Background: an optimization exercise with open tools, aiming at small area. Do not read the settings as production practice. In this exercise RTL edits were held to simulation tests only and were not proved equivalent to the original. Power figures rest on the tool's default switching activity, not on a simulated workload. No driver is modelled on the clock port, so clocking that relies on it looks cheaper here than on a real chip.

==> exp/ember: inputs <==
==> flow/design.v <==
module trapezoidal_filter
(
	input SYS_CLK ,
	input RESET_N ,
	input signed [13:0] DATA_IN ,
	output signed [13:0] DATA_OUT ,
	output OVERFLOW
) ;
	localparam HD = 377;	 
	localparam SD = 27;	 
	reg [8:0] n;
	always @(negedge RESET_N or posedge SYS_CLK)
		if (!RESET_N) n <= 9'd0;
		else if (n != HD) n <= n + 9'd1;
	reg [13:0] H [0:HD-1];
	integer i;
	always @(posedge SYS_CLK) begin
		H[0] <= DATA_IN;
		for (i = 1; i < HD; i = i + 1) H[i] <= H[i-1];
	end
	wire signed [13:0] xa = (n >= 9'd5)   ? H[4]    : 14'sd0;
	wire signed [13:0] xb = (n == HD)     ? H[HD-1] : 14'sd0;
	wire signed [24:0] pa = (xa <<< 10) - (xa <<< 5) - (xa <<< 3) - xa + (xa[13] ? 25'sd0 : 25'sd63);
	wire signed [24:0] pb = (xb <<< 10) - (xb <<< 5) - (xb <<< 3) - xb + (xb[13] ? 25'sd0 : 25'sd63);
	wire signed [17:0] ka = pa[23:6];
	wire signed [17:0] kb = pb[23:6];
	wire signed [14:0] e = xa - xb;
	reg signed [26:0] W;
	always @(negedge RESET_N or posedge SYS_CLK)
		if (!RESET_N) W <= 27'sd0;
		else W <= W + ka - kb;
	wire signed [16:0] Wh = W[26:10];
	wire signed [16:0] s = Wh + e;
	reg [16:0] S [0:SD-1];
	always @(posedge SYS_CLK) begin
		S[0] <= s;
		for (i = 1; i < SD; i = i + 1) S[i] <= S[i-1];
	end
	wire signed [16:0] so = (n >= SD) ? S[SD-1] : 17'sd0;
	reg signed [21:0] M;
	always @(negedge RESET_N or posedge SYS_CLK)
		if (!RESET_N) M <= 22'sd0;
		else M <= M + s - so;
	wire [25:0] prod = {M[20:0], 8'd0} + {M[20:0], 4'd0} + M[20:0];
	assign DATA_OUT = M[21] ? 14'd0 : {1'b0, prod[25:13]};
	assign OVERFLOW = 1'b0;
endmodule
==> flow/run.sh <==
#!/bin/bash
# synth_recipe.tcl (not shown) runs the flow's synth.tcl, then flattens the netlist and writes it again
# the make line also repeats each setting of config.mk as NAME=value (left out here)
make -C /OpenROAD-flow-scripts/flow DESIGN_CONFIG=/design/flow/config.mk WORK_HOME=/design/flow/orfs CLKGATE_MAP_FILE= SYNTH_SCRIPT=/design/flow/synth_recipe.tcl finish
==> flow/config.mk <==
export PLATFORM = sky130hd
export DESIGN_NAME = trapezoidal_filter
export DESIGN_NICKNAME = trapezoidal_filter
export VERILOG_FILES = /design/flow/design.v
export SDC_FILE = /design/flow/constraint.sdc
export NUM_CORES = 4
export LEC_CHECK = 0
export CAP_MARGIN = 20
export CORE_MARGIN = 2
export CORE_UTILIZATION = 50
export SLEW_MARGIN = 20
==> flow/constraint.sdc <==
create_clock -name core_clock -period 10.0 [get_ports {SYS_CLK}]
set_input_delay 2.0000 -clock core_clock [delete_from_list [all_inputs] [get_ports {SYS_CLK}]]
set_output_delay 2.0000 -clock core_clock [all_outputs]
set_load 0.01 [all_outputs]
==> exp/cedar: changes against exp/ember <==
==> flow/flow/run.sh (new file) <==
#!/bin/bash
set -euo pipefail
export CTS_ARGS="-sink_clustering_enable -repair_clock_nets -buf_list sky130_fd_sc_hd__clkbuf_16 -root_buf sky130_fd_sc_hd__clkbuf_16 -sink_clustering_buffer sky130_fd_sc_hd__clkbuf_16 -dont_use_dummy_load -sink_clustering_size 30 -sink_clustering_max_diameter 60"
bash standard.sh > flow_make.log 2>&1
==> flow/standard.sh (new file) <==
#!/bin/bash
# synth_recipe.tcl (not shown) runs the flow's synth.tcl, then flattens the netlist and writes it again
# the make line also repeats each setting of config.mk as NAME=value (left out here)
make -C /OpenROAD-flow-scripts/flow DESIGN_CONFIG=/design/flow/config.mk WORK_HOME=/design/flow/orfs CLKGATE_MAP_FILE= SYNTH_SCRIPT=/design/flow/synth_recipe.tcl "${@:-finish}"
ABC_AREA = 1   (was default)
CORE_UTILIZATION = 60   (was 50)
removed: flow/run.sh
==> comparison table <==
quantity	exp/ember	exp/cedar
Share of the final layout cell area in multi-input gates	0.0576	0.0690
Detailed-route wire length on metal 1	75.9 mm	79.1 mm
Placement Cell Area	0.130 mm²	0.131 mm²
Die height	505 µm	464 µm
Unique cell type count in the Yosys netlist	66	45
Design Power	51.3 mW	42.6 mW
Met3 global-route usage	0.0295	0.0268
Outcome	no timing/DRC/antenna violations	no timing/DRC/antenna violations
Data required time at the worst endpoint	10,810 ps	10,690 ps
Register fraction of the total cell area	0.787	0.852
Signal buffers	34	30
Iter 0 DRT Violations	1,525	1,848
Final HPWL from detailed placement	77.0 mm	88.8 mm
Synth Cell Area	0.126 mm²	0.127 mm²
Multi-input gate area in the final layout	0.00851 mm²	0.00942 mm²
R2R cell count	28	30
GR met1 Demand/Resource	0.170	0.216
Summed area of non-filler cells in the final layout	0.148 mm²	0.137 mm²
WP buf/inv	3	8
Synth Area in Adders	0.0341	0.0337

## separate check: timing with driven ports
In the flow no input, the clock included, has a driving cell. The finished layouts below were timed again as built, in two steps. Step 1 assumes that a clkbuf_16 drives the clock port and a buf_2 every other input. Step 2, shift: input delay + t, output delay - t, t = (earliest + latest rising clock arrival at the registers) / 2. This alone moves slack from input paths to output paths. a / b / c = ideal / step 1 / step 2; a / b = the first two.
| run | shift t [ns] | slack for setup (ns) | hold slack, ns | latest minus earliest clock arrival (ns) |
|---|---|---|---|---|
| exp/ember | 0.991 | 1.765 / 1.765 / 1.765 | 0.276 / 0.276 / 0.276 | 0.118 / 0.118 |
| exp/cedar | 0.894 | 3.206 / 3.206 / 3.206 | 0.243 / 0.243 / 0.243 | 0.148 / 0.147 |
After both steps setup and hold are still met in every run listed.
